Background: an optimization exercise with open tools, aiming at small area, a short achievable clock period and few clock cycles. Do not read the settings as production practice.
The RTL was checked by simulation tests, not by an equivalence proof against the original design.
No activity file was given, so power comes from the tool's default toggle rates.

==> flow/design.v, too long to show whole: its modules and the start of the top module <==
// module MUL_STEP: 1042 lines
// module PADD: 34 lines
// module CPU_TOP: 501 lines
module CPU_TOP #(
    parameter DWidth = 32,
    parameter LbBits = 5,           
    parameter PfDist = 30           
)(
    input   logic                   clk_i,
    input   logic                   rst_ni,
    input   logic                   imem_ready_i,
    input   logic   [DWidth-1:0]    imem_rdata_i,
    output  logic   [DWidth-1:0]    imem_addr_o,
    output  logic                   imem_req_o,
    input   logic                   dmem_ready_i,
    input   logic   [DWidth-1:0]    dmem_rdata_i,
    output  logic   [DWidth-1:0]    dmem_wdata_o,
    output  logic   [DWidth-1:0]    dmem_addr_o,
    output  logic                   dmem_req_o,
    output  logic                   dmem_write_o
);
  // ...
==> flow/flow/run.sh <==
#!/bin/bash
# The standard ORFS layout (standard.sh), with its timing repair aiming for
# setup slack well beyond the design's clock period, so that the resizer
# sizes and buffers the design for a shorter clock than 26 ns. Ports are
# buffered with buf_4 (every input and output still gets its buffer).
# Two hooks: after global placement, each output register is moved next to
# its port buffer (flow/post_gpl.tcl); after global routing, max slew / max
# capacitance are repaired again after the timing repair (flow/post_grt.tcl).
set -euo pipefail
bash standard.sh SETUP_SLACK_MARGIN=19.6 \
  BUFFER_PORTS_ARGS="-buffer_cell sky130_fd_sc_hd__buf_4" \
  POST_GLOBAL_PLACE_TCL="$PWD/flow/post_gpl.tcl" \
  POST_GLOBAL_ROUTE_TCL="$PWD/flow/post_grt.tcl" \
  finish > standard_flow.log 2>&1
==> flow/flow/post_gpl.tcl <==
# Hook run at the end of ORFS's global placement (POST_GLOBAL_PLACE_TCL).
# Each output port is driven by its port buffer, which global placement puts
# next to the pin; the flip-flop that drives that buffer is moved next to the
# buffer, so that the register-to-output path has no long wire. Detailed
# placement legalises the moved cells afterwards.
set block [ord::get_db_block]
set moved 0
foreach bterm [$block getBTerms] {
  if {[$bterm getIoType] != "OUTPUT"} { continue }
  set net [$bterm getNet]
  if {$net == "NULL"} { continue }
  set buf ""
  foreach it [$net getITerms] {
    if {[$it isOutputSignal]} { set buf [$it getInst] }
  }
  if {$buf == ""} { continue }
  set in_net ""
  foreach it [$buf getITerms] {
    if {[$it isInputSignal]} { set in_net [$it getNet] }
  }
  if {$in_net == "" || $in_net == "NULL"} { continue }
  set drv ""
  foreach it [$in_net getITerms] {
    if {[$it isOutputSignal]} { set drv [$it getInst] }
  }
  if {$drv == ""} { continue }
  if {![[$drv getMaster] isSequential]} { continue }
  set loc [$buf getLocation]
  $drv setLocation [lindex $loc 0] [lindex $loc 1]
  incr moved
}
puts "post-GPL: moved $moved output flip-flops next to their port buffers"
==> flow/flow/post_grt.tcl <==
# Hook run at the end of ORFS's global route step (POST_GLOBAL_ROUTE_TCL).
# The timing repair after global routing can leave a few nets over their
# max slew or max capacitance (for instance when it clones a gate onto a
# weak driver). Repair those nets again, as ORFS does before the timing
# repair, and re-legalise the placement and the global routes.
puts "post-GRT: repair_design after repair_timing"
report_check_types -max_slew -max_capacitance -violators
repair_design_helper
log_cmd global_route -start_incremental
log_cmd detailed_placement
log_cmd global_route -end_incremental \
  -congestion_report_file $::env(REPORTS_DIR)/congestion_post_grt_hook.rpt
log_cmd estimate_parasitics -global_routing
report_check_types -max_slew -max_capacitance -violators
==> flow/standard.sh <==
#!/bin/bash
# synth_recipe.tcl (not shown) runs the flow's synth.tcl, then flattens the netlist and writes it again
# the make line also repeats each setting of config.mk as NAME=value (left out here)
make -C /OpenROAD-flow-scripts/flow DESIGN_CONFIG=/design/flow/config.mk WORK_HOME=/design/flow/orfs CLKGATE_MAP_FILE= SYNTH_SCRIPT=/design/flow/synth_recipe.tcl "${@:-finish}"
==> flow/config.mk <==
export PLATFORM = sky130hd
export DESIGN_NAME = CPU_TOP
export DESIGN_NICKNAME = CPU_TOP
export VERILOG_FILES = /design/flow/design.v
export SDC_FILE = /design/flow/constraint.sdc
export NUM_CORES = 8
export LEC_CHECK = 0
export CAP_MARGIN = 20
export CORE_MARGIN = 2
export CORE_UTILIZATION = 40
export CTS_CLUSTER_DIAMETER = 60
export CTS_CLUSTER_SIZE = 25
export PLACE_DENSITY = 0.6
export SLEW_MARGIN = 20
export TNS_END_PERCENT = 20
==> flow/constraint.sdc <==
create_clock -name core_clock -period 26.0 [get_ports {clk_i}]
set_input_delay 5.2000 -clock core_clock [delete_from_list [all_inputs] [get_ports {clk_i}]]
set_output_delay 5.2000 -clock core_clock [all_outputs]
set_load 0.01 [all_outputs]
==> results.py, run 1 <==
metrics = {
    "outcome": {
        "status": "complete, no violations",
    },
    "synth": {
        "synth_area_sq_um": 144000,
    },
    "power": {
        "power_switching_mw": 6.08,
        "pg_comb_mw": 6.50,
        "clkPwrFrac": 0.249,
    },
    "worst_setup_path": {
        "critical_path.startpoint": "ra[2]$_DFFE_PN0P_",
        "max_stage_delay_ns": 0.43,
        "crit_required_ns": 20.80,
        "rrSetupSlack_ns": 19.26,
        "r2r_cells": 27,
    },
    "cells_and_area": {
        "largest_class": "sequential cells",
        "seq_area_sq_um": 78600,
        "largest-register": "rf",
        "drive_gt1_frac": 0.212,
        "multi_input_area_share": 0.380,
    },
    "route": {
        "dr.pass1.iters": 7,
        "drt_iter0_drc": 12700,
        "wl_met2_um": 230000,
        "antenna_left": 0,
    },
    "sta": {
        "worst_pin_slew_ns": 1.17,
        "fmax_mhz": 148,
        "final.setup.worst_slack_ns": 19.22,
    },
    "clocking": {
        "clk_pin_slew_ns": 0.08,
        "cts_buffer_depth": 4,
        "cts_tree": "built",
        "cts_sinks": 2680,
    },
    "global_route": {
        "grtUsageTotal": 0.277,
        "busiest_layer": "met2",
    },
    "placed_design": {
        "placement.io_buffers": 162,
    },
}
Testbench counts, summed over its fixed seeds: cycles 174,517.
==> module CPU_TOP, before the edit <==
module CPU_TOP #(
    parameter DWidth = 32,
    parameter LbBits = 5,           
    parameter PfDist = 30           
)(
    input   logic                   clk_i,
    input   logic                   rst_ni,
    input   logic                   imem_ready_i,
    input   logic   [DWidth-1:0]    imem_rdata_i,
    output  logic   [DWidth-1:0]    imem_addr_o,
    output  logic                   imem_req_o,
    input   logic                   dmem_ready_i,
    input   logic   [DWidth-1:0]    dmem_rdata_i,
    output  logic   [DWidth-1:0]    dmem_wdata_o,
    output  logic   [DWidth-1:0]    dmem_addr_o,
    output  logic                   dmem_req_o,
    output  logic                   dmem_write_o
);
    localparam logic [4:0] OP_LUI   = 5'b01101;
    localparam logic [4:0] OP_AUIPC = 5'b00101;
    localparam logic [4:0] OP_JAL   = 5'b11011;
    localparam logic [4:0] OP_JALR  = 5'b11001;
    localparam logic [4:0] OP_BR    = 5'b11000;
    localparam logic [4:0] OP_LD    = 5'b00000;
    localparam logic [4:0] OP_ST    = 5'b01000;
    localparam logic [4:0] OP_IMM   = 5'b00100;
    localparam logic [4:0] OP_REG   = 5'b01100;
    localparam logic [4:0] OP_SYS   = 5'b11100;
    logic   [29:0]      fpc;             
    logic   [29:0]      ra, hi;
    logic   [LbBits:0]  cnt;
    logic               ireq, rdy_q;
    logic   [31:2]      rdata_q;
    logic   [31:2]      lbuf [0:(1<<LbBits)-1];
    logic   [29:0]      d_hi, d_ra;
    logic               lb_hit, at_hi, covered, ready, restart;
    logic               byp;             
    logic   [29:0]      hi_inc;
    assign hi_inc  = hi + 30'd1;
    assign d_hi    = hi - fpc;
    assign d_ra    = d_hi + {29'd0, rdy_q};      
    logic   [LbBits+1:0]    d_lo;
    logic   [29:LbBits+1]   fpc_up1;
    logic                   up_eq, up_eq1;
    assign d_lo    = {1'b0, hi[LbBits:0]} - {1'b0, fpc[LbBits:0]};
    assign fpc_up1 = fpc[29:LbBits+1] + 1'b1;
    assign up_eq   = (hi[29:LbBits+1] == fpc[29:LbBits+1]);
    assign up_eq1  = (hi[29:LbBits+1] == fpc_up1);
    assign lb_hit  = (d_lo[LbBits+1] ? up_eq1 : up_eq)
                  && (d_lo[LbBits:0] != '0) && (d_lo[LbBits:0] <= cnt);
    assign at_hi   = (hi == fpc);
    assign covered = lb_hit || at_hi || (rdy_q && (hi_inc == fpc));
    assign ready   = ireq && imem_ready_i;
    assign restart = !covered && (!ireq || imem_ready_i);
    logic               loop_v, pf_this, pf_next;
    logic   [LbBits:0]  d_ls;
    assign pf_this = (d_ra == '0) || ((d_ra < PfDist)     && (!loop_v || !d_ls[LbBits]));
    assign pf_next =                  (d_ra < PfDist - 1) && (!loop_v || d_ls < (1 << LbBits) - 1);
    assign imem_req_o  = ireq;
    assign imem_addr_o = {ra, 2'b00};
    always_ff @(posedge clk_i or negedge rst_ni) begin
        if (!rst_ni) begin
            ra    <= '0;
            hi    <= '0;
            cnt   <= '0;
            ireq  <= 1'b0;
            rdy_q <= 1'b0;
        end else if (restart) begin
            ra    <= fpc;
            hi    <= fpc;
            cnt   <= '0;
            ireq  <= 1'b1;
            rdy_q <= 1'b0;
        end else begin
            rdy_q <= ready;
            if (ready) ra <= hi_inc;
            if (!ireq || imem_ready_i)
                ireq <= imem_ready_i ? pf_next : pf_this;
            if (rdy_q) begin
                hi  <= hi_inc;
                cnt <= cnt[LbBits] ? cnt : cnt + 1'b1;
            end
        end
    end
    always_ff @(posedge clk_i or negedge rst_ni) begin
        if (!rst_ni) byp <= 1'b0;
        else         byp <= ready && (d_ra == '0) && !redirect;
    end
    always_ff @(posedge clk_i) begin
        rdata_q <= imem_rdata_i[31:2];
        if (rdy_q) lbuf[hi[LbBits-1:0]] <= rdata_q;
    end
    logic   [31:2]      lword, fword;
    logic               favail, pred_tk;
    logic   [29:0]      pred_tgt;
    logic   [10:0]      plo;
    logic   [19:0]      fpc_hm1;
    assign lword    = lbuf[fpc[LbBits-1:0]];
    assign fword    = byp ? rdata_q : lword;
    assign favail   = lb_hit || byp;
    logic   [10:0]      plo_l, plo_b;
    assign pred_tk  = (lb_hit && (lword[6:2] == OP_BR) && lword[31])
                   || (byp && (rdata_q[6:2] == OP_BR) && rdata_q[31]);
    assign plo_l    = {1'b0, fpc[9:0]} + {1'b0, lword[7], lword[30:25], lword[11:9]};
    assign plo_b    = {1'b0, fpc[9:0]} + {1'b0, rdata_q[7], rdata_q[30:25], rdata_q[11:9]};
    assign plo      = byp ? plo_b : plo_l;
    assign fpc_hm1  = fpc[29:10] - 20'd1;
    assign pred_tgt = {plo[10] ? fpc[29:10] : fpc_hm1, plo[9:0]};
    logic   [31:2]      ir;
    logic   [29:0]      ir_pc;
    logic               ir_v, ir_pred;
    logic               ex_fire, redirect;
    logic   [29:0]      redir_tgt;
    always_ff @(posedge clk_i or negedge rst_ni) begin
        if (!rst_ni) begin
            loop_v <= 1'b0;
        end else if (redirect) begin
            loop_v <= 1'b0;
        end else if ((!ir_v || ex_fire) && favail && pred_tk) begin
            loop_v <= 1'b1;
        end
    end
    logic           lpend;
    always_ff @(posedge clk_i or negedge rst_ni) begin
        if (!rst_ni) lpend <= 1'b0;
        else         lpend <= (!ir_v || ex_fire) && !redirect && favail && pred_tk;
    end
    always_ff @(posedge clk_i) begin
        if (lpend)
            d_ls <= (d_ra[29:LbBits] != '0) ? (LbBits+1)'(1 << LbBits)
                                            : {1'b0, d_ra[LbBits-1:0]} + (LbBits+1)'(ready);
        else if (restart)
            d_ls <= '0;
        else if (ready && !d_ls[LbBits])
            d_ls <= d_ls + 1'b1;
    end
    always_ff @(posedge clk_i or negedge rst_ni) begin
        if (!rst_ni) begin
            ir_v <= 1'b0;
            fpc  <= '0;
        end else if (redirect) begin
            ir_v <= 1'b0;
            fpc  <= redir_tgt;
        end else if (!ir_v || ex_fire) begin
            ir_v <= favail;
            if (favail) fpc <= pred_tk ? pred_tgt : fpc + 30'd1;
        end
    end
    always_ff @(posedge clk_i) begin
        if ((!ir_v || ex_fire) && !redirect && favail) begin
            ir      <= fword;
            ir_pc   <= fpc;
            ir_pred <= pred_tk;
        end
    end
    logic   [4:0]   opc, rd, rs1a, rs2a;
    logic   [2:0]   f3;
    logic           is_lui, is_auipc, is_jal, is_jalr, is_br, is_ld, is_st;
    logic           is_imm, is_reg, is_sys, is_mul, is_alu;
    logic           uses_rs1, uses_rs2, writes_rd, sets_rd;
    assign opc  = ir[6:2];
    assign rd   = ir[11:7];
    assign f3   = ir[14:12];
    assign rs1a = ir[19:15];
    assign rs2a = ir[24:20];
    assign is_lui   = (opc == OP_LUI);
    assign is_auipc = (opc == OP_AUIPC);
    assign is_jal   = (opc == OP_JAL);
    assign is_jalr  = (opc == OP_JALR);
    assign is_br    = (opc == OP_BR);
    assign is_ld    = (opc == OP_LD);
    assign is_st    = (opc == OP_ST);
    assign is_imm   = (opc == OP_IMM);
    assign is_reg   = (opc == OP_REG);
    assign is_sys   = (opc == OP_SYS);
    assign is_mul   = is_reg && ir[25];
    assign is_alu   = is_imm || (is_reg && !ir[25]);
    assign uses_rs1  = is_jalr || is_br || is_ld || is_st || is_imm || is_reg;
    assign uses_rs2  = is_br || is_st || is_reg;
    assign writes_rd = (is_lui || is_auipc || is_jal || is_jalr || is_alu || is_sys)
                       && (rd != 5'd0);
    assign sets_rd   = (writes_rd || is_ld || is_mul) && (rd != 5'd0);
    logic   [31:0]  imm;
    always_comb begin
        if (is_st)                 imm = {{20{ir[31]}}, ir[31:25], ir[11:7]};
        else if (is_lui || is_auipc) imm = {ir[31:12], 12'h0};
        else                       imm = {{20{ir[31]}}, ir[31:20]};
    end
    logic   [31:0]  rf [1:31];
    logic           exr_v;
    logic   [31:0]  exr;
    logic   [4:0]   exr_rd;
    logic   [31:0]  rv1, rv2;
    logic           f1_exr, f2_exr, f1_wbl, f2_wbl;
    assign f1_exr  = exr_v  && (rs1a == exr_rd);
    assign f2_exr  = exr_v  && (rs2a == exr_rd);
    assign f1_wbl  = wbl_v  && (rs1a == wbl_rd);
    assign f2_wbl  = wbl_v  && (rs2a == wbl_rd);
    logic   [31:0]  rr1, rr2;
    assign rr1 = (rs1a == 5'd0) ? 32'd0 : rf[rs1a];
    assign rr2 = (rs2a == 5'd0) ? 32'd0 : rf[rs2a];
    assign rv1 = f1_exr ? exr : f1_wbl ? wbl_data : rr1;
    assign rv2 = f2_exr ? exr : f2_wbl ? wbl_data : rr2;
    logic   [31:0]  opa, opb;
    logic           do_sub;
    logic   [32:0]  addsub;
    logic           ltu, lts;
    assign opa    = is_lui ? 32'd0 : is_auipc ? {ir_pc, 2'b00} : rv1;
    assign opb    = (is_reg || is_br) ? rv2 : imm;
    assign do_sub = (is_reg && ir[30] && (f3 == 3'b000))
                    || (is_alu && (f3[2:1] == 2'b01));
    PADD #(.W(32)) ADDER (
        .a      (opa),
        .b      (do_sub ? ~opb : opb),
        .cin    (do_sub),
        .sum    (addsub[31:0]),
        .cout   (addsub[32])
    );
    assign ltu    = !addsub[32];
    assign lts    = (opa[31] != opb[31]) ? opa[31] : addsub[31];
    logic   [31:0]  sh_in, sh_r, sh_l;
    logic   [32:0]  sh_x;
    always_comb begin
        for (int i = 0; i < 32; i++) sh_in[i] = (f3 == 3'b001) ? opa[31-i] : opa[i];
    end
    assign sh_x = $signed({ir[30] && (f3 == 3'b101) && opa[31], sh_in}) >>> opb[4:0];
    assign sh_r = sh_x[31:0];
    always_comb begin
        for (int i = 0; i < 32; i++) sh_l[i] = sh_r[31-i];
    end
    logic   [31:0]  alu_out;
    always_comb begin
        if (is_alu) begin
            unique case (f3)
                3'b000:  alu_out = addsub[31:0];
                3'b001:  alu_out = sh_l;
                3'b010:  alu_out = {31'd0, lts};
                3'b011:  alu_out = {31'd0, ltu};
                3'b100:  alu_out = opa ^ opb;
                3'b101:  alu_out = sh_r;
                3'b110:  alu_out = opa | opb;
                default: alu_out = opa & opb;
            endcase
        end else begin
            alu_out = addsub[31:0];
        end
    end
    logic   [31:0]  mc_lo, mc_hi, mi_lo, mi_hi;
    logic   [31:0]  mi_lo_inc, mi_hi_inc, mi_lo_t, mi_hi_t;
    logic           fire_q, mi_lo_max;
    logic   [31:0]  csr_val;
    assign mi_lo_inc = mi_lo + 32'd1;
    assign mi_hi_inc = mi_hi + 32'd1;
    assign mi_lo_max = (mi_lo == 32'hFFFF_FFFF);
    assign mi_lo_t   = fire_q ? mi_lo_inc : mi_lo;
    assign mi_hi_t   = (fire_q && mi_lo_max) ? mi_hi_inc : mi_hi;
    assign csr_val = ir[21] ? (ir[27] ? mi_hi_t : mi_lo_t)
                            : (ir[27] ? mc_hi   : mc_lo);
    logic           br_tk;
    logic   [29:0]  link_w, pcrel_tgt;
    logic           b_eq, b_lt, b_ltu;
    assign b_eq  = (rv1 == rv2);
    logic   [31:0]  b_diff;
    logic           b_nb;
    PADD #(.W(32)) BR_CMP (
        .a      (rv1),
        .b      (~rv2),
        .cin    (1'b1),
        .sum    (b_diff),
        .cout   (b_nb)
    );
    assign b_ltu = !b_nb;
    assign b_lt  = (rv1[31] != rv2[31]) ? rv1[31] : b_ltu;
    always_comb begin
        unique case (f3)
            3'b000:  br_tk = b_eq;
            3'b001:  br_tk = !b_eq;
            3'b100:  br_tk = b_lt;
            3'b101:  br_tk = !b_lt;
            3'b110:  br_tk = b_ltu;
            3'b111:  br_tk = !b_ltu;
            default: br_tk = 1'b0;
        endcase
    end
    assign link_w    = ir_pc + 30'd1;
    assign pcrel_tgt = ir_pc + (is_jal ? {{12{ir[31]}}, ir[19:12], ir[20], ir[30:22]}
                                       : {{20{ir[31]}}, ir[7], ir[30:25], ir[11:9]});
    assign redirect  = ex_fire && (is_jal || is_jalr || (is_br && (br_tk != ir_pred)));
    assign redir_tgt = is_jalr ? addsub[31:2] : (is_br && !br_tk) ? link_w : pcrel_tgt;
    logic           mul_busy, mul_lo, m_sa, m_sb;
    logic   [1:0]   mstep;
    logic   [4:0]   mul_rd, mres_rd;
    logic   [31:0]  ma_q, mb_q, mb_org;
    logic   [31:0]  acc_s, acc_c;
    logic           acc_ci;
    logic   [23:0]  mlo;
    logic   [39:0]  ms, mc;
    logic   [8:0]   mlo9;
    logic           mres_v, mres_we;
    logic   [31:0]  mres;
    assign mb_org = {mb_q[7:0], mb_q[31:8]};
    MUL_STEP MSTEP (
        .a      (ma_q),
        .b      (mb_q[7:0]),
        .s_in   (acc_s & {32{mstep != 2'd0}}),
        .c_in   (acc_c & {32{mstep != 2'd0}}),
        .cin    (acc_ci && (mstep != 2'd0)),
        .corr   (mstep == 2'd3),
        .x1     (mb_org & {32{m_sa}}),
        .x2     (ma_q & {32{m_sb}}),
        .s      (ms),
        .c      (mc)
    );
    assign mlo9    = {1'b0, ms[7:0]} + {1'b0, mc[7:0]};
    assign mres_rd = mul_rd;
    PADD #(.W(32)) MUL_ADD (
        .a      (acc_s),
        .b      (acc_c),
        .cin    (acc_ci),
        .sum    (mres),
        .cout   ()
    );
    always_ff @(posedge clk_i or negedge rst_ni) begin
        if (!rst_ni) begin
            mul_busy <= 1'b0;
            mstep    <= '0;
            mres_v   <= 1'b0;
        end else begin
            if (ex_fire && is_mul) begin
                mul_busy <= 1'b1;
                mstep    <= '0;
            end else if (mul_busy) begin
                mstep    <= mstep + 2'd1;
                if (mstep == 2'd3) mul_busy <= 1'b0;
            end
            if (mul_busy && mstep == 2'd3) mres_v <= (mul_rd != 5'd0);
            else if (mres_we)              mres_v <= 1'b0;
        end
    end
    always_ff @(posedge clk_i) begin
        if (ex_fire && is_mul) begin
            ma_q   <= rv1;
            mb_q   <= rv2;
            m_sa   <= (f3 != 3'b011) && rv1[31];
            m_sb   <= !f3[1] && rv2[31];
            mul_rd <= rd;
            mul_lo <= (f3 == 3'b000);
        end else if (mul_busy) begin
            acc_s  <= (mstep == 2'd3 && mul_lo) ? {mlo9[7:0], mlo} : ms[39:8];
            acc_c  <= (mstep == 2'd3 && mul_lo) ? 32'd0 : mc[39:8];
            acc_ci <= !(mstep == 2'd3 && mul_lo) && mlo9[8];
            mlo    <= {mlo9[7:0], mlo[23:8]};
            mb_q   <= {mb_q[7:0], mb_q[31:8]};
        end
    end
    logic           dreq, dwe;
    logic   [31:0]  daddr, dwdata;
    logic           ld_pend;             
    logic   [4:0]   ld_rd;
    logic   [1:0]   ld_f3;
    logic           q_v, q_we;
    logic   [31:0]  q_addr, q_wdata;
    logic   [4:0]   q_rd;
    logic   [1:0]   q_f3;
    logic           mem_op, mem_issue, to_port;
    logic   [31:0]  st_data;
    assign dmem_req_o   = dreq;
    assign dmem_write_o = dwe;
    assign dmem_addr_o  = daddr;
    assign dmem_wdata_o = dwdata;
    assign mem_op    = is_ld || is_st;
    assign mem_issue = ex_fire && mem_op;
    assign to_port   = !dreq || dmem_ready_i;
    assign st_data   = f3[1] ? rv2 : f3[0] ? {{16{rv2[15]}}, rv2[15:0]} : {{24{rv2[7]}}, rv2[7:0]};
    always_ff @(posedge clk_i or negedge rst_ni) begin
        if (!rst_ni) begin
            dreq    <= 1'b0;
            ld_pend <= 1'b0;
            q_v     <= 1'b0;
        end else if (mem_issue) begin
            if (to_port) begin
                dreq    <= 1'b1;
                ld_pend <= is_ld;
            end else begin
                q_v     <= 1'b1;
            end
        end else if (dmem_ready_i) begin
            if (q_v) begin
                ld_pend <= !q_we;
                q_v     <= 1'b0;
            end else begin
                dreq    <= 1'b0;
                ld_pend <= 1'b0;
            end
        end
    end
    always_ff @(posedge clk_i or negedge rst_ni) begin
        if (!rst_ni) begin
            daddr  <= '0;
            dwe    <= 1'b0;
            dwdata <= '0;
        end else if (mem_issue && to_port) begin
            daddr  <= addsub[31:0];
            dwe    <= is_st;
            dwdata <= st_data;
        end else if (dmem_ready_i && q_v) begin
            daddr  <= q_addr;
            dwe    <= q_we;
            dwdata <= q_wdata;
        end
    end
    always_ff @(posedge clk_i) begin
        if (mem_issue && to_port) begin
            ld_rd  <= rd;
            ld_f3  <= f3[1:0];
        end else if (dmem_ready_i && q_v) begin
            ld_rd  <= q_rd;
            ld_f3  <= q_f3;
        end
        if (mem_issue) begin
            q_addr  <= addsub[31:0];
            q_we    <= is_st;
            q_wdata <= st_data;
            q_rd    <= rd;
            q_f3    <= f3[1:0];
        end
    end
    logic           wbl_v, wbl_we, wb_force;
    logic   [4:0]   wbl_rd;
    logic   [1:0]   wbl_f3;
    logic   [31:0]  wbl_raw, wbl_data;
    assign wbl_data = wbl_f3[1] ? wbl_raw
                    : wbl_f3[0] ? {{16{wbl_raw[15]}}, wbl_raw[15:0]}
                    :             {{24{wbl_raw[7]}},  wbl_raw[7:0]};
    assign wb_force = wbl_v && ld_pend;
    always_ff @(posedge clk_i or negedge rst_ni) begin
        if (!rst_ni)                              wbl_v <= 1'b0;
        else if (dmem_ready_i && ld_pend)         wbl_v <= (ld_rd != 5'd0);
        else if (wbl_we)                          wbl_v <= 1'b0;
    end
    always_ff @(posedge clk_i) begin
        if (dmem_ready_i && ld_pend) begin
            wbl_raw <= dmem_rdata_i;
            wbl_rd <= ld_rd;
            wbl_f3 <= ld_f3;
        end
    end
    logic           haz, ex_wr, ex_we;
    function automatic logic waw(input logic v, input logic [4:0] r);
        waw = v && (r != 5'd0) && sets_rd && (rd == r);
    endfunction
    function automatic logic dep(input logic v, input logic [4:0] r);
        dep = v && (r != 5'd0) &&
              ((uses_rs1 && rs1a == r) || (uses_rs2 && rs2a == r) || (sets_rd && rd == r));
    endfunction
    assign ex_wr = writes_rd;
    assign haz   = dep(ld_pend, ld_rd) || dep(q_v && !q_we, q_rd) || waw(wbl_v, wbl_rd)
                || dep(mul_busy, mul_rd) || dep(mres_v, mres_rd)
                || (ex_wr && wb_force)
                || (mem_op && q_v)
                || (is_mul && (mul_busy || (mres_v && (exr_v || wbl_v))));
    assign ex_fire = ir_v && !haz;
    logic   [31:0]  wd;
    assign wd      = is_sys ? csr_val : (is_jal || is_jalr) ? {link_w, 2'b00} : alu_out;
    assign ex_we   = ex_fire && ex_wr;
    assign wbl_we  = wbl_v && !exr_v;
    assign mres_we = mres_v && !exr_v && !wbl_v;
    always_ff @(posedge clk_i or negedge rst_ni) begin
        if (!rst_ni) exr_v <= 1'b0;
        else         exr_v <= ex_we;
    end
    always_ff @(posedge clk_i) begin
        if (ex_we) begin
            exr    <= wd;
            exr_rd <= rd;
        end
        if (exr_v)
            rf[exr_rd] <= exr;
        else if (wbl_we)
            rf[wbl_rd] <= wbl_data;
        else if (mres_we)
            rf[mres_rd] <= mres;
    end
    always_ff @(posedge clk_i or negedge rst_ni) begin
        if (!rst_ni) begin
            mc_lo  <= '0;
            mc_hi  <= '0;
            mi_lo  <= '0;
            mi_hi  <= '0;
            fire_q <= 1'b0;
        end else begin
            mc_lo  <= mc_lo + 32'd1;
            if (mc_lo == 32'hFFFF_FFFF) mc_hi <= mc_hi + 32'd1;
            fire_q <= ex_fire;
            if (fire_q) begin
                mi_lo <= mi_lo_inc;
                if (mi_lo_max) mi_hi <= mi_hi_inc;
            end
        end
    end
endmodule
==> inputs of run 2 (changes only) <==
--- a/flow/design.v
+++ b/flow/design.v
@@ -1135,22 +1135,25 @@
     assign imem_req_o  = ireq;
     assign imem_addr_o = {ra, 2'b00};
+    logic               ra_new, ra_keep, ireq_upd;
+    assign ra_new   = !restart && ready;
+    assign ra_keep  = !restart && !ready;
+    assign ireq_upd = !ireq || imem_ready_i;
+    always_ff @(posedge clk_i) begin
+        ra   <= {30{rst_ni}} & (({30{restart}} & fpc) | ({30{ra_new}} & hi_inc)
+                                | ({30{ra_keep}} & ra));
+        ireq <= rst_ni && (restart || (ireq_upd && (imem_ready_i ? pf_next : pf_this))
+                                   || (!ireq_upd && ireq));
+    end
     always_ff @(posedge clk_i or negedge rst_ni) begin
         if (!rst_ni) begin
-            ra    <= '0;
             hi    <= '0;
             cnt   <= '0;
-            ireq  <= 1'b0;
             rdy_q <= 1'b0;
         end else if (restart) begin
-            ra    <= fpc;
             hi    <= fpc;
             cnt   <= '0;
-            ireq  <= 1'b1;
             rdy_q <= 1'b0;
         end else begin
             rdy_q <= ready;
-            if (ready) ra <= hi_inc;
-            if (!ireq || imem_ready_i)
-                ireq <= imem_ready_i ? pf_next : pf_this;
             if (rdy_q) begin
                 hi  <= hi_inc;
@@ -1451,10 +1454,8 @@
     always_ff @(posedge clk_i or negedge rst_ni) begin
         if (!rst_ni) begin
-            dreq    <= 1'b0;
             ld_pend <= 1'b0;
             q_v     <= 1'b0;
         end else if (mem_issue) begin
             if (to_port) begin
-                dreq    <= 1'b1;
                 ld_pend <= is_ld;
             end else begin
@@ -1466,23 +1467,17 @@
                 q_v     <= 1'b0;
             end else begin
-                dreq    <= 1'b0;
                 ld_pend <= 1'b0;
             end
         end
     end
-    always_ff @(posedge clk_i or negedge rst_ni) begin
-        if (!rst_ni) begin
-            daddr  <= '0;
-            dwe    <= 1'b0;
-            dwdata <= '0;
-        end else if (mem_issue && to_port) begin
-            daddr  <= addsub[31:0];
-            dwe    <= is_st;
-            dwdata <= st_data;
-        end else if (dmem_ready_i && q_v) begin
-            daddr  <= q_addr;
-            dwe    <= q_we;
-            dwdata <= q_wdata;
-        end
+    logic           d_ld_ex, d_ld_q, d_keep;
+    assign d_ld_ex = mem_issue && to_port;
+    assign d_ld_q  = dmem_ready_i && q_v;
+    assign d_keep  = !d_ld_ex && !d_ld_q;
+    always_ff @(posedge clk_i) begin
+        dreq   <= rst_ni && (mem_issue || d_ld_q || (!dmem_ready_i && dreq));
+        daddr  <= ({32{d_ld_ex}} & addsub[31:0]) | ({32{d_ld_q}} & q_addr)  | ({32{d_keep}} & daddr);
+        dwdata <= ({32{d_ld_ex}} & st_data)      | ({32{d_ld_q}} & q_wdata) | ({32{d_keep}} & dwdata);
+        dwe    <= (d_ld_ex && is_st) || (d_ld_q && q_we) || (d_keep && dwe);
     end
     always_ff @(posedge clk_i) begin
==> run 2 against run 1 <==
Critical endpoint is now imem_req_o. Register-to-register slack better by 0.23 ns. Sequential power is 7.7% lower. Clock skew is 0.040 ns higher. Die area is 0.73% lower. Fmax is 0.26% higher. Cell count is 0.93% higher. Sequential share of layout area is 0.33 points lower. Final area is 0.15% higher. Combinational power is 74% lower. Power is 33% lower.
==> results.py, run 2 <==
metrics = {
    "outcome": {
        "status": "complete, no violations",
    },
    "sta": {
        "maxSlewHeadroom": 0.0962,
        "fin_setup_tns_ns": 0,
        "final-hold-violation-count": 0,
        "layout_min_cycle_time_ns": 6.76,
        "setup_viol": 0,
        "final.setup.worst_slack_ns": 19.24,
        "slew_violations": 0,
        "fmax_mhz": 148,
        "finalCritPeriodShare": 0.260,
        "worst_pin_slew_ns": 1.35,
        "fin_skew_ns": 0.117,
    },
    "worst_setup_path": {
        "max_stage_delay_ns": 0.36,
        "r2r-end": "exr[16]$_DFFE_PP_",
        "cp-end-kind": "output port",
        "start_kind": "flip-flop",
        "crit_family": "flip-flops",
        "r2r_cells": 22,
        "arrival_ns": 1.56,
        "crit_buf_inv": 2,
        "path_cells": "buf_12 > buf_6",
        "crit_required_ns": 20.80,
        "crit_fanout": 2,
        "crit_type": "reg2out",
        "cp_slowest_cell": "dfxtp_4",
        "cp.depth": 2,
        "rrSetupSlack_ns": 19.49,
    },
    "clocking": {
        "cts_buffer_depth": 4,
        "cts_sinks": 2680,
        "cts_tree": "built",
        "cts_setup_buffers": 79,
        "ctsHtreeMaxLevel": 4,
        "cts_inserted_buffers": 239,
        "worstSkewPairLatency_ns": 1.03,
        "cts_hold_buf": 0,
        "cts_root_buffer": "clkbuf_16",
        "cts-resized-gates": 280,
        "clk_pin_slew_ns": 0.08,
    },
    "global_route": {
        "antenna_found_initial": 27,
        "grt_pass1_vias": 95600,
        "grtUsageTotal": 0.278,
        "grt_pass1_wl_um": 723000,
        "grt-ovfl-total": 0,
        "grt_max_degree": 106,
    },
    "route": {
        "antenna_left": 0,
        "dr.pass1.iters": 9,
        "avgRoutedWirePerCell_um": 32.9,
        "routed_via_density": 6.26,
        "drc": 0,
        "drt_iter0_drc": 13000,
        "routed_wl_um": 518000,
        "via_count": 98300,
    },
    "synth": {
        "ys.flop_type": "edfxtp_1",
        "synth-seq-cells": 2680,
        "synth_area_sq_um": 143000,
        "synth_area_per_cell_sq_um": 13.6,
        "yosysTopAreaCell": "edfxtp_1",
        "yosysSeqAreaShare": 0.547,
        "async_flop_share": 0.0776,
        "synth_edf_count": 2335,
        "yosys_warnings": 4,
        "synthCells": 10500,
        "ys_top_cells_by_count": "edfxtp_1, nand2_1, mux4_2, nor2_1, inv_1",
        "synth.distinct_cells": 104,
        "yosysMostFrequentCell": "edfxtp_1",
        "synthDominantCellAreaShare": 0.492,
        "synthTopCellsByArea": "edfxtp_1, mux4_2, fa_1, dfrtp_1, mux2i_1",
    },
    "floorplanning": {
        "coreArea_sq_um": 355000,
        "die_h_um": 601,
        "top_level_ports": 167,
        "die_x_um": 601,
        "die_area_sq_um": 361000,
        "initial_core_util": 0.401,
        "rows": 219,
    },
    "placed_design": {
        "place_hpwl_um": 336000,
        "dpl-instance-area_sq_um": 150000,
        "pre_cts_ws_ns": 14.84,
        "placement.io_buffers": 162,
    },
    "job": {
        "max_cap_violations": 0,
    },
    "cells_and_area": {
        "area_delta_synth_final_pct": 14.8,
        "final_cell_mix": "edfxtp_1, nand2_1, mux4_2, buf_4, nor2_1",
        "final_nets": 11400,
        "stdcell_area_sq_um": 164000,
        "largest_reg_flops": 992,
        "drive_gt1_frac": 0.211,
        "largest-register": "rf",
        "mostFrequentLayoutCell": "edfxtp_1",
    },
    "min_path": {
        "whs_path_depth": 0,
        "min_from": "ld_f3[1]$_DFFE_PP_",
        "hold_end": "wbl_f3[1]$_DFFE_PP_",
        "hp-class": "reg2reg",
    },
    "power": {
        "power.density_nw_per_um2": 64.0,
        "ir_drop_mv": 0.0685,
        "finalPower_mw": 10.5,
        "cellLeakagePower_nw": 58.0,
    },
}
[run 2: cell types whose count changed in the layout (fill, tap and decap cells not counted), sizes merged, moves of 22 or more]
cell    before  now
a211oi      98  142
a21oi      396  453
a22oi      113  142
buf        591  637
dfrtp      305  208
dfxtp       40  137
mux2       126   81
mux2i      446  420
nand2      723  773
nand3      204  237
nor2       560  593
o21ai      395  352
o22ai       99   77
[run 2: layout make-up]
class	count	area (sq um)
fill	31000	192000
sequential	2680	78200
multi-input combinational	6658	62000
timing repair buffer	663	6580
clock buffer	248	6070
tap	4751	5940
clock inverter	205	2920
inverter	492	1870
antenna	13	32.5
[run 2: per-layer routing]
| layer | track usage | wire length (um) | up-vias |
|---|---|---|---|
| li1 | - | - | 40500 |
| met1 | 0.367 | 198000 | 50800 |
| met2 | 0.426 | 232000 | 5780 |
| met3 | 0.0557 | 51200 | 1209 |
| met4 | 0.161 | 36700 | 6 |
| met5 | 0 | 40 | - |
[run 2: logic make-up after synthesis]
| kind of cell | count (synthesis) | synth area share |
|---|---|---|
| AND/OR/NAND/NOR | 2455 | 0.0819 |
| multiplexers | 1216 | 0.149 |
| AO/OA/AOI/OAI | 1864 | 0.0862 |
| adder cells (fa/ha/maj) | 623 | 0.0717 |
| other | 1 | 0.0000263 |
| buffers and inverters | 1143 | 0.0328 |
| flip-flops | 2680 | 0.547 |
| XOR/XNOR | 495 | 0.0304 |
[run 2: how the worst max path moves through the flow]
stage / startpoint / to / slack, ns
after global placement: flip-flop / exr[25]$_DFFE_PP_ / 14.89
after floorplan: dmem_ready_i / ld_f3[0]$_DFFE_PP_ / 19.56
after detailed placement: flip-flop / exr[25]$_DFFE_PP_ / 14.84
after CTS: ireq$_DFF_P_ / imem_req_o / 19.17
final: ireq$_DFF_P_ / imem_req_o / 19.24
[run 2: stage by stage]
stage | util | hold WS [ns] | std cells
after floorplan | - | 0.400 | 10500
after global placement | 0.423 | 0.425 | 15100
after detailed placement | 0.423 | 0.436 | 15100
after CTS | 0.456 | 0.392 | 15600
final | 0.460 | 0.427 | 15700
[run 2: report_power, final]
part / leakage (nW) / internal [mW] / switching [mW]
Combinational: 28.7 / 0.737 / 0.960
Sequential: 25.0 / 4.71 / 0.0679
Clock: 4.30 / 1.97 / 2.03
Total: 58.0 / 7.41 / 3.06
Testbench counts of run 2, summed over its fixed seeds: cycles 174,517.
==> inputs of run 3 (changes only) <==
==> flow/flow/run.sh (replaced) <==
#!/bin/bash
# The standard ORFS layout (standard.sh), with its timing repair aiming for
# setup slack well beyond the design's clock period, so that the resizer
# sizes and buffers the design for a shorter clock than 26 ns. Ports are
# buffered with buf_4 (every input and output still gets its buffer).
# Three hooks: after global placement, each output register is moved next to
# its port buffer (flow/post_gpl.tcl); before detailed placement, those
# registers are sized up (flow/pre_dpl.tcl); after global routing, max slew /
# max capacitance are repaired again after the timing repair
# (flow/post_grt.tcl).
set -euo pipefail
bash standard.sh SETUP_SLACK_MARGIN=19.6 \
  BUFFER_PORTS_ARGS="-buffer_cell sky130_fd_sc_hd__buf_4" \
  POST_GLOBAL_PLACE_TCL="$PWD/flow/post_gpl.tcl" \
  PRE_DETAIL_PLACE_TCL="$PWD/flow/pre_dpl.tcl" \
  POST_GLOBAL_ROUTE_TCL="$PWD/flow/post_grt.tcl" \
  finish > standard_flow.log 2>&1
==> flow/flow/pre_dpl.tcl (new file) <==
# Hook run before ORFS's detailed placement (PRE_DETAIL_PLACE_TCL).
# The flip-flops that drive the output ports' buffers set the clock-to-output
# time, which the timing repair leaves alone: size them up to the strongest
# flip-flop of their type. Detailed placement then legalises them.
set block [ord::get_db_block]
set sized 0
foreach bterm [$block getBTerms] {
  if {[$bterm getIoType] != "OUTPUT"} { continue }
  set net [$bterm getNet]
  if {$net == "NULL"} { continue }
  set buf ""
  foreach it [$net getITerms] {
    if {[$it isOutputSignal]} { set buf [$it getInst] }
  }
  if {$buf == ""} { continue }
  set in_net ""
  foreach it [$buf getITerms] {
    if {[$it isInputSignal]} { set in_net [$it getNet] }
  }
  if {$in_net == "" || $in_net == "NULL"} { continue }
  foreach it [$in_net getITerms] {
    if {![$it isOutputSignal]} { continue }
    set inst [$it getInst]
    set master [[$inst getMaster] getName]
    if {[regexp {^(sky130_fd_sc_hd__df[a-z]+)_[12]$} $master -> base]} {
      replace_cell [$inst getName] ${base}_4
      incr sized
    }
  }
}
puts "pre-DPL: sized up $sized output flip-flops"
==> run 3 against run 2 <==
Register-to-register slack barely moved. Power fell by 0.62%. Cell count fell by 0.18%. Sequential share of layout area rose by 0.25 points. First-iteration DRC count rose by 4.1%. Area after synthesis did not move. Die area did not move. Non-clock buffer count fell by 29. Clock skew fell by 0.022 ns.
==> results.py, run 3 <==
metrics = {
    "worst_setup_path": {
        "cp.depth": 2,
        "path_cells": "buf_12 > buf_6",
        "crit_family": "flip-flops",
        "critical_path.startpoint": "ireq$_DFF_P_",
        "crit_buf_inv": 2,
        "crit_fanout": 2,
        "start_kind": "flip-flop",
        "rrSetupSlack_ns": 19.48,
        "crit_required_ns": 20.80,
        "max_stage_delay_ns": 0.36,
        "arrival_ns": 1.55,
        "r2r_cells": 25,
        "cp-end-kind": "output port",
        "crit_type": "reg2out",
        "cp_slowest_cell": "dfxtp_4",
    },
    "floorplanning": {
        "die_h_um": 601,
        "top_level_ports": 167,
        "rows": 219,
        "initial_core_util": 0.401,
        "coreArea_sq_um": 355000,
        "die_x_um": 601,
        "die_area_sq_um": 361000,
    },
    "sta": {
        "layout_min_cycle_time_ns": 6.75,
        "slew_violations": 0,
        "fin_skew_ns": 0.0949,
        "fmax_mhz": 148,
        "finalCritPeriodShare": 0.260,
        "hold_slack_ns": 0.453,
        "setup_viol": 0,
        "final-hold-violation-count": 0,
        "fin_setup_tns_ns": 0,
        "worst_pin_slew_ns": 1.23,
        "maxSlewHeadroom": 0.169,
    },
    "clocking": {
        "cts_hold_buf": 0,
        "cts_setup_buffers": 85,
        "cts_buffer_depth": 4,
        "cts_sinks": 2680,
        "cts_inserted_buffers": 236,
        "cts_root_buffer": "clkbuf_16",
        "ctsHtreeMaxLevel": 4,
        "worstSkewPairLatency_ns": 0.99,
        "clk_pin_slew_ns": 0.08,
        "cts_tree": "built",
        "cts-resized-gates": 266,
    },
    "route": {
        "via_count": 97800,
        "routed_wl_um": 517000,
        "dr.pass1.iters": 6,
        "avgRoutedWirePerCell_um": 32.9,
        "drt_iter0_drc": 13600,
        "drc": 0,
        "routed_via_density": 6.23,
        "antenna_left": 0,
    },
    "synth": {
        "ys.flop_type": "edfxtp_1",
        "synth-seq-cells": 2680,
        "synth.distinct_cells": 104,
        "synthTopCellsByArea": "edfxtp_1, mux4_2, fa_1, dfrtp_1, mux2i_1",
        "synth_area_per_cell_sq_um": 13.6,
        "synthCells": 10500,
        "ys_top_cells_by_count": "edfxtp_1, nand2_1, mux4_2, nor2_1, inv_1",
        "yosysTopAreaCell": "edfxtp_1",
        "yosysMostFrequentCell": "edfxtp_1",
        "synthDominantCellAreaShare": 0.492,
        "async_flop_share": 0.0776,
        "synth_edf_count": 2335,
        "yosysSeqAreaShare": 0.547,
        "synth_area_sq_um": 143000,
        "yosys_warnings": 4,
    },
    "cells_and_area": {
        "finalCoreUtilization": 0.460,
        "largest_reg_flops": 992,
        "final_cell_mix": "edfxtp_1, nand2_1, mux4_2, buf_4, nor2_1",
        "largest-register": "rf",
        "drive_gt1_frac": 0.213,
        "area_delta_synth_final_pct": 14.6,
        "mostFrequentLayoutCell": "edfxtp_1",
        "seq_area_sq_um": 78500,
        "final_nets": 11400,
        "fill_cells": 31200,
        "multi_input_comb_area_sq_um": 62000,
    },
    "global_route": {
        "grt_pass1_vias": 95900,
        "antenna_found_initial": 34,
        "grtUsageTotal": 0.278,
        "grt_max_degree": 106,
        "grt_pass1_wl_um": 723000,
        "grt-ovfl-total": 0,
    },
    "min_path": {
        "whs_path_depth": 0,
        "hp-class": "reg2reg",
        "min_from": "mlo[18]$_DFFE_PP_",
    },
    "placed_design": {
        "place_hpwl_um": 337000,
        "placement.io_buffers": 162,
    },
    "power": {
        "cellLeakagePower_nw": 57.8,
        "finalPower_mw": 10.4,
        "power.density_nw_per_um2": 63.7,
        "ir_drop_mv": 0.0697,
    },
    "outcome": {
        "status": "complete, no violations",
    },
    "job": {
        "max_cap_violations": 0,
    },
}
## run 3: cell counts after synthesis
No cell type changed its count.
## run 3: final timing paths
kind	endpoint
max	imem_req_o
min	mlo[10]$_DFFE_PP_
max reg2reg	exr[25]$_DFFE_PP_
min reg2reg	mlo[10]$_DFFE_PP_
max in group asynchronous	fpc[0]$_DFFE_PN0P_
min in group asynchronous	mi_lo[24]$_DFF_PN0_
## run 3: logic make-up after synthesis
| family | count (synthesis) | synth area share |
|---|---|---|
| and+or+nand+nor | 2455 | 0.0819 |
| buffers and inverters | 1143 | 0.0328 |
| adders and majority gates | 623 | 0.0717 |
| muxes | 1216 | 0.149 |
| other | 1 | 0.0000263 |
| xor gates and xnor gates | 495 | 0.0304 |
| DFF | 2680 | 0.547 |
| AOI/OAI and AO/OA | 1864 | 0.0862 |
## run 3: final cells by class
class                           count  area share
Antenna cell                       23    0.000352
Clock buffer                      247      0.0372
Clock inverter                    197      0.0170
Inverter                          492      0.0114
Multi-Input combinational cell   6658       0.379
Sequential cell                  2680       0.480
Tap cell                         4751      0.0364
Timing Repair Buffer              634      0.0380
## run 3: metal layers
layer  vias up  global-route usage  wire length (um)
li1      40400                   -                 -
met4        18               0.165             36800
met5         -                   0               205
met2      5497               0.424            230000
met3      1179              0.0566             48200
met1     50600               0.366            201000
## run 3: power by group
part | switching, mW | internal (mW) | total [mW]
Sequential | 0.0652 | 4.70 | 4.77
Combinational | 0.960 | 0.737 | 1.70
Clock | 2.00 | 1.94 | 3.94
## run 3: stage by stage
stage	cell area (sq um)	worst slack [ns]	instances
floorplan	143000	19.56	10500
CTS	162000	19.17	15600
global placement	150000	14.89	15100
detailed placement	151000	14.84	15100
finish	163000	19.25	15700
## run 3: worst reg2reg max path, delay by kind of cell (launching register included)
kind	cells	cell delay [ns]
adders and majority gates	1	0.36
muxes	4	1.53
DFF	1	0.41
xor gates and xnor gates	1	0.14
AOI/OAI and AO/OA	11	2.32
buffers and inverters	5	0.87
and+or+nand+nor	3	0.71
==> inputs of run 4 (changes only) <==
==> flow/flow/run.sh (replaced) <==
#!/bin/bash
# The standard ORFS layout (standard.sh), with its timing repair aiming for
# setup slack well beyond the design's clock period, so that the resizer
# sizes and buffers the design for a shorter clock than 26 ns. Ports are
# buffered with buf_4 (every input and output still gets its buffer).
# Two hooks: after global placement, each output register is moved next to
# its port buffer (flow/post_gpl.tcl); after global routing, those registers
# are sized up, and max slew / max capacitance are repaired again after the
# timing repair (flow/post_grt.tcl).
set -euo pipefail
bash standard.sh SETUP_SLACK_MARGIN=19.6 \
  BUFFER_PORTS_ARGS="-buffer_cell sky130_fd_sc_hd__buf_4" \
  POST_GLOBAL_PLACE_TCL="$PWD/flow/post_gpl.tcl" \
  POST_GLOBAL_ROUTE_TCL="$PWD/flow/post_grt.tcl" \
  finish > standard_flow.log 2>&1
==> flow/flow/post_grt.tcl (replaced) <==
# Hook run at the end of ORFS's global route step (POST_GLOBAL_ROUTE_TCL).
# 1. The flip-flops that drive the output ports' buffers are sized up to
#    the strongest flip-flop of their type: they set the clock-to-output
#    time, which the timing repair leaves alone.
# 2. The timing repair after global routing can leave a few nets over their
#    max slew or max capacitance (for instance when it clones a gate onto a
#    weak driver). Repair those nets again, as ORFS does before the timing
#    repair, and re-legalise the placement and the global routes.
set block [ord::get_db_block]
set sized 0
foreach bterm [$block getBTerms] {
  if {[$bterm getIoType] != "OUTPUT"} { continue }
  set net [$bterm getNet]
  if {$net == "NULL"} { continue }
  set buf ""
  foreach it [$net getITerms] {
    if {[$it isOutputSignal]} { set buf [$it getInst] }
  }
  if {$buf == ""} { continue }
  set in_net ""
  foreach it [$buf getITerms] {
    if {[$it isInputSignal]} { set in_net [$it getNet] }
  }
  if {$in_net == "" || $in_net == "NULL"} { continue }
  set drv ""
  foreach it [$in_net getITerms] {
    if {[$it isOutputSignal]} { set drv [$it getInst] }
  }
  if {$drv == ""} { continue }
  set master [[$drv getMaster] getName]
  if {[regexp {^(sky130_fd_sc_hd__df[a-z]+)_[12]$} $master -> base]} {
    replace_cell [$drv getName] ${base}_4
    incr sized
  }
}
puts "post-GRT: sized up $sized output flip-flops"

puts "post-GRT: repair_design after repair_timing"
repair_design_helper
log_cmd global_route -start_incremental
log_cmd detailed_placement
log_cmd global_route -end_incremental \
  -congestion_report_file $::env(REPORTS_DIR)/congestion_post_grt_hook.rpt
log_cmd estimate_parasitics -global_routing
removed: flow/flow/pre_dpl.tcl
==> run 4 against run 3 <==
The run now fails in global routing. Area after synthesis unchanged. Synthesized cell count unchanged.
==> results.py, run 4 <==
metrics = {
    "synth": {
        "synthDominantCellAreaShare": 0.492,
        "synthCells": 10500,
        "yosysTopAreaCell": "edfxtp_1",
        "yosysMostFrequentCell": "edfxtp_1",
        "synth_edf_count": 2335,
        "ys_top_cells_by_count": "edfxtp_1, nand2_1, mux4_2, nor2_1, inv_1",
        "synth_area_per_cell_sq_um": 13.6,
        "ys.flop_type": "edfxtp_1",
        "synth.distinct_cells": 104,
        "async_flop_share": 0.0776,
        "yosysSeqAreaShare": 0.547,
        "synth-seq-cells": 2680,
        "synth_area_sq_um": 143000,
        "synthTopCellsByArea": "edfxtp_1, mux4_2, fa_1, dfrtp_1, mux2i_1",
        "yosys_warnings": 4,
    },
    "clocking": {
        "cts_inserted_buffers": 239,
        "cts_buffer_depth": 4,
        "cts_sinks": 2680,
        "cts_hold_buf": 0,
        "cts_root_buffer": "clkbuf_16",
        "ctsHtreeMaxLevel": 4,
    },
    "placed_design": {
        "dp_cells": 15100,
        "place_hpwl_um": 336000,
        "placement.io_buffers": 162,
    },
    "floorplanning": {
        "initial_core_util": 0.401,
        "top_level_ports": 167,
        "die_h_um": 601,
        "die_x_um": 601,
        "rows": 219,
    },
    "sta": {
        "grt_worst_setup_endpoint": "imem_req_o",
        "worst_path_end_type": "output port",
    },
    "global_route": {
        "antenna_found_initial": 27,
        "grt_max_degree": 106,
    },
    "outcome": {
        "stop_error": "[ERROR EST-0104] inconsistent parasitics state",
        "status": "did not finish",
        "lastStage": "global routing",
    },
}
## run 4: cell counts after synthesis
Identical to the previous run, type by type.
## run 4: cells by family after synthesis
family,Yosys count,share of synthesized area
flip-flops,2680,0.547
AND/OR/NAND/NOR,2455,0.0819
AO/OA/AOI/OAI,1864,0.0862
multiplexers,1216,0.149
buffers and inverters,1143,0.0328
adder cells (fa/ha/maj),623,0.0717
XOR/XNOR,495,0.0304
other,1,0.0000263
## run 4: timing repair
item / in CTS
pin swaps: 24
endpoints found under the setup margin: 341
gates cloned: 22
setup buffers: 79
endpoints found under the hold margin: 0
gates resized for setup: 280
## run 4: worst min path at each step
| stage | start | end | slack, ns | cells past startpoint |
|---|---|---|---|---|
| 4_1_cts | ld_f3[1]$_DFFE_PP_ | wbl_f3[1]$_DFFE_PP_ | 0.39 | 0 |
| 2_1_floorplan | ld_f3[0]$_DFFE_PP_ | wbl_f3[0]$_DFFE_PP_ | 0.40 | 0 |
| 3_5_place_dp | ld_f3[1]$_DFFE_PP_ | wbl_f3[1]$_DFFE_PP_ | 0.44 | 0 |
| 3_3_place_gp | ld_f3[1]$_DFFE_PP_ | wbl_f3[1]$_DFFE_PP_ | 0.42 | 0 |
## run 4: power by group through the flow
stage	sequential [mW]	clock, mW	combinational, mW
floorplan	4.84	0	1.08
global placement	4.89	0	1.55
detailed placement	4.89	0	1.57
CTS	4.78	4.05	1.66
## run 4: per-stage QoR
stage	setup WS (ns)	cell area, sq um	utilization	power (mW)
2_1_floorplan	19.56	143000	-	5.92
3_3_place_gp	14.89	150000	0.423	6.44
3_5_place_dp	14.84	150000	0.423	6.46
4_1_cts	19.17	162000	0.456	10.5
==> inputs of run 5 (changes only) <==
==> flow/run.sh (new file) <==
#!/bin/bash
# synth_recipe.tcl (not shown) runs the flow's synth.tcl, then flattens the netlist and writes it again
# the make line also repeats each setting of config.mk as NAME=value (left out here)
make -C /OpenROAD-flow-scripts/flow DESIGN_CONFIG=/design/flow/config.mk WORK_HOME=/design/flow/orfs CLKGATE_MAP_FILE= SYNTH_SCRIPT=/design/flow/synth_recipe.tcl finish
--- a/flow/config.mk
+++ b/flow/config.mk
@@ -12,4 +12,4 @@
 export CTS_CLUSTER_SIZE = 25
 export PLACE_DENSITY = 0.6
+export SETUP_SLACK_MARGIN = 5
 export SLEW_MARGIN = 20
-export TNS_END_PERCENT = 20
removed: flow/flow/run.sh
removed: flow/flow/post_gpl.tcl
removed: flow/flow/post_grt.tcl
removed: flow/standard.sh
==> run 5 against run 4 <==
Now clean on timing, DRC and antenna. Area after synthesis stayed put. Synthesized cell count stayed put.
==> results.py, run 5 <==
metrics = {
    "floorplanning": {
        "die_h_um": 601,
        "die_x_um": 601,
        "initial_core_util": 0.401,
        "die_area_sq_um": 361000,
        "coreArea_sq_um": 355000,
        "rows": 219,
        "top_level_ports": 167,
    },
    "route": {
        "dr.pass1.iters": 9,
        "routed_wl_um": 503000,
        "routed_via_density": 6.18,
        "antenna_left": 0,
        "drc": 0,
        "avgRoutedWirePerCell_um": 32.4,
        "via_count": 95900,
        "drt_iter0_drc": 12100,
    },
    "sta": {
        "final.setup.worst_slack_ns": 15.24,
        "fmax_mhz": 93.0,
        "worst_pin_slew_ns": 1.23,
        "setup_viol": 0,
        "fin_setup_tns_ns": 0,
        "hold_slack_ns": 0.438,
        "maxSlewHeadroom": 0.154,
        "layout_min_cycle_time_ns": 10.76,
        "rsz0062_at_grt": "false",
        "final-hold-violation-count": 0,
        "finalCritPeriodShare": 0.414,
        "slew_violations": 0,
        "fin_skew_ns": 0.0945,
    },
    "clocking": {
        "cts_hold_buf": 0,
        "cts_buffer_depth": 4,
        "clk_pin_slew_ns": 0.09,
        "cts_inserted_buffers": 221,
        "cts_tree": "built",
        "ctsHtreeMaxLevel": 4,
        "cts_setup_buffers": 0,
        "cts-resized-gates": 0,
        "cts_sinks": 2680,
        "cts_root_buffer": "clkbuf_16",
        "worstSkewPairLatency_ns": 0.98,
    },
    "worst_setup_path": {
        "r2r-end": "exr[25]$_DFFE_PP_",
        "arrival_ns": 11.33,
        "crit_required_ns": 26.58,
        "r2r_cells": 26,
        "crit_buf_inv": 4,
        "crit_type": "reg2reg",
        "cp.depth": 26,
        "critPathMostFrequentCell": "a21oi_1",
        "start_kind": "flip-flop",
        "cp_slowest_cell": "a211oi_1",
        "max_stage_delay_ns": 0.94,
        "crit_family": "compound AO/OA/AOI/OAI gates",
        "crit_fanout": 57,
        "cp-end-kind": "flip-flop",
        "cp-endpoint": "exr[25]$_DFFE_PP_",
        "rrSetupSlack_ns": 15.24,
    },
    "synth": {
        "synth_edf_count": 2335,
        "yosysMostFrequentCell": "edfxtp_1",
        "synth_area_sq_um": 143000,
        "yosysTopAreaCell": "edfxtp_1",
        "synthTopCellsByArea": "edfxtp_1, mux4_2, fa_1, dfrtp_1, mux2i_1",
        "synth.distinct_cells": 104,
        "synthDominantCellAreaShare": 0.492,
        "synthCells": 10500,
        "ys_top_cells_by_count": "edfxtp_1, nand2_1, mux4_2, nor2_1, inv_1",
        "async_flop_share": 0.0776,
        "synth_area_per_cell_sq_um": 13.6,
        "ys.flop_type": "edfxtp_1",
        "yosysSeqAreaShare": 0.547,
        "synth-seq-cells": 2680,
        "yosys_warnings": 4,
    },
    "power": {
        "ir_drop_mv": 0.0738,
        "power.density_nw_per_um2": 63.3,
        "cellLeakagePower_nw": 55.7,
    },
    "global_route": {
        "met3_usage": 0.0460,
        "antenna_found_initial": 32,
        "use_met2": 0.419,
        "grt_pass1_vias": 95000,
        "busiest_layer": "met2",
        "grt_max_degree": 120,
        "grt.met1_usage": 0.367,
        "grt-ovfl-total": 0,
        "grtUsageTotal": 0.273,
        "grt_pass1_wl_um": 710000,
    },
    "job": {
        "max_cap_violations": 0,
    },
    "cells_and_area": {
        "largest-register": "rf",
        "final_nets": 11300,
        "drive_gt1_frac": 0.160,
        "area_delta_synth_final_pct": 11.5,
        "largest_reg_flops": 992,
        "fill_cells": 31600,
        "finalCoreUtilization": 0.447,
        "mostFrequentLayoutCell": "edfxtp_1",
        "final_cell_mix": "edfxtp_1, nand2_1, mux4_2, nor2_1, inv_1",
    },
    "outcome": {
        "status": "complete, no violations",
    },
    "placed_design": {
        "pre_cts_ws_ns": 15.66,
        "placement.io_buffers": 162,
        "routabilityCongestion": 0.989,
        "place_hpwl_um": 338000,
    },
    "min_path": {
        "hp-class": "reg2reg",
    },
}
## run 5: layer usage
layer,share of wire,vias to the layer above
met5,0.00019,-
met4,0.067,10
met3,0.085,1056
met2,0.45,4972
met1,0.40,49800
li1,-,40100
## run 5: cell families after synthesis
logic type / Yosys count / share of synthesized area
xor+xnor: 495 / 0.0304
mux: 1216 / 0.149
other cells: 1 / 0.0000263
compound gates: 1864 / 0.0862
flops: 2680 / 0.547
fa+ha+maj: 623 / 0.0717
simple gates: 2455 / 0.0819
buf+inv: 1143 / 0.0328
## run 5: where the power goes
group | switching, mW | internal (mW) | total, mW
registers | 0.0843 | 4.71 | 4.79
logic | 0.898 | 0.693 | 1.59
clock network | 1.89 | 1.79 | 3.68
## run 5: how the worst min path moves through the flow
stage | cells after the start | start | end
floorplan | 0 | ld_f3[0]$_DFFE_PP_ | wbl_f3[0]$_DFFE_PP_
global placement | 0 | ld_f3[1]$_DFFE_PP_ | wbl_f3[1]$_DFFE_PP_
detailed placement | 0 | ld_f3[1]$_DFFE_PP_ | wbl_f3[1]$_DFFE_PP_
CTS | 0 | ld_f3[1]$_DFFE_PP_ | wbl_f3[1]$_DFFE_PP_
global route | 0 | ld_f3[1]$_DFFE_PP_ | wbl_f3[1]$_DFFE_PP_
finish | 0 | ld_f3[1]$_DFFE_PP_ | wbl_f3[1]$_DFFE_PP_
## run 5: per-stage QoR
stage	cell area [sq um]	power [mW]	instances
floorplan	143000	5.92	10500
global placement	151000	6.45	15100
detailed placement	151000	6.47	15100
CTS	159000	10.1	15500
global route	159000	10.4	15500
finish	159000	10.1	15500
## run 5: layout make-up
type                       count  area [sq um]  share of cell area
clock buffer                 240          5690              0.0357
antenna                       12          30.0            0.000189
timing repair buffer         509          4310              0.0271
inverter                     492          1850              0.0116
clock inverter               173          2320              0.0146
sequential                  2680         78100               0.491
multi-input combinational   6655         60800               0.382
tap                         4751          5940              0.0374

re-timing with driven ports:
Ports are ideal in the flow. The routed layouts listed here were re-timed in OpenROAD. Step 1: set_driving_cell puts a clkbuf_16 on clk_i and a buf_2 on each other input, an assumption about the parent block. Step 2 also shifts input and output timing later by t, the mid clock arrival at the registers, as if the neighbouring blocks saw the same clock. a / b / c = no drivers / after step 1 / after step 2; a / b = the first two.
run | t, ns | setup slack, ns | worst register clock-pin slew, ns | cell pins on the clock port's net
run 1 | 1.056 | 19.224 / 19.120 / 18.558 | 0.10 / 0.10 | 1
run 2 | 1.076 | 19.242 / 19.137 / 18.423 | 0.10 / 0.10 | 1
run 3 | 1.060 | 19.246 / 19.141 / 18.444 | 0.09 / 0.09 | 1
run 5 | 1.042 | 15.243 / 15.243 / 15.243 | 0.10 / 0.10 | 1
After both steps every run listed still meets setup and hold. The setup slack of run 2, which loses most, moves by -0.105 ns with the drivers and by -0.819 ns with both steps.
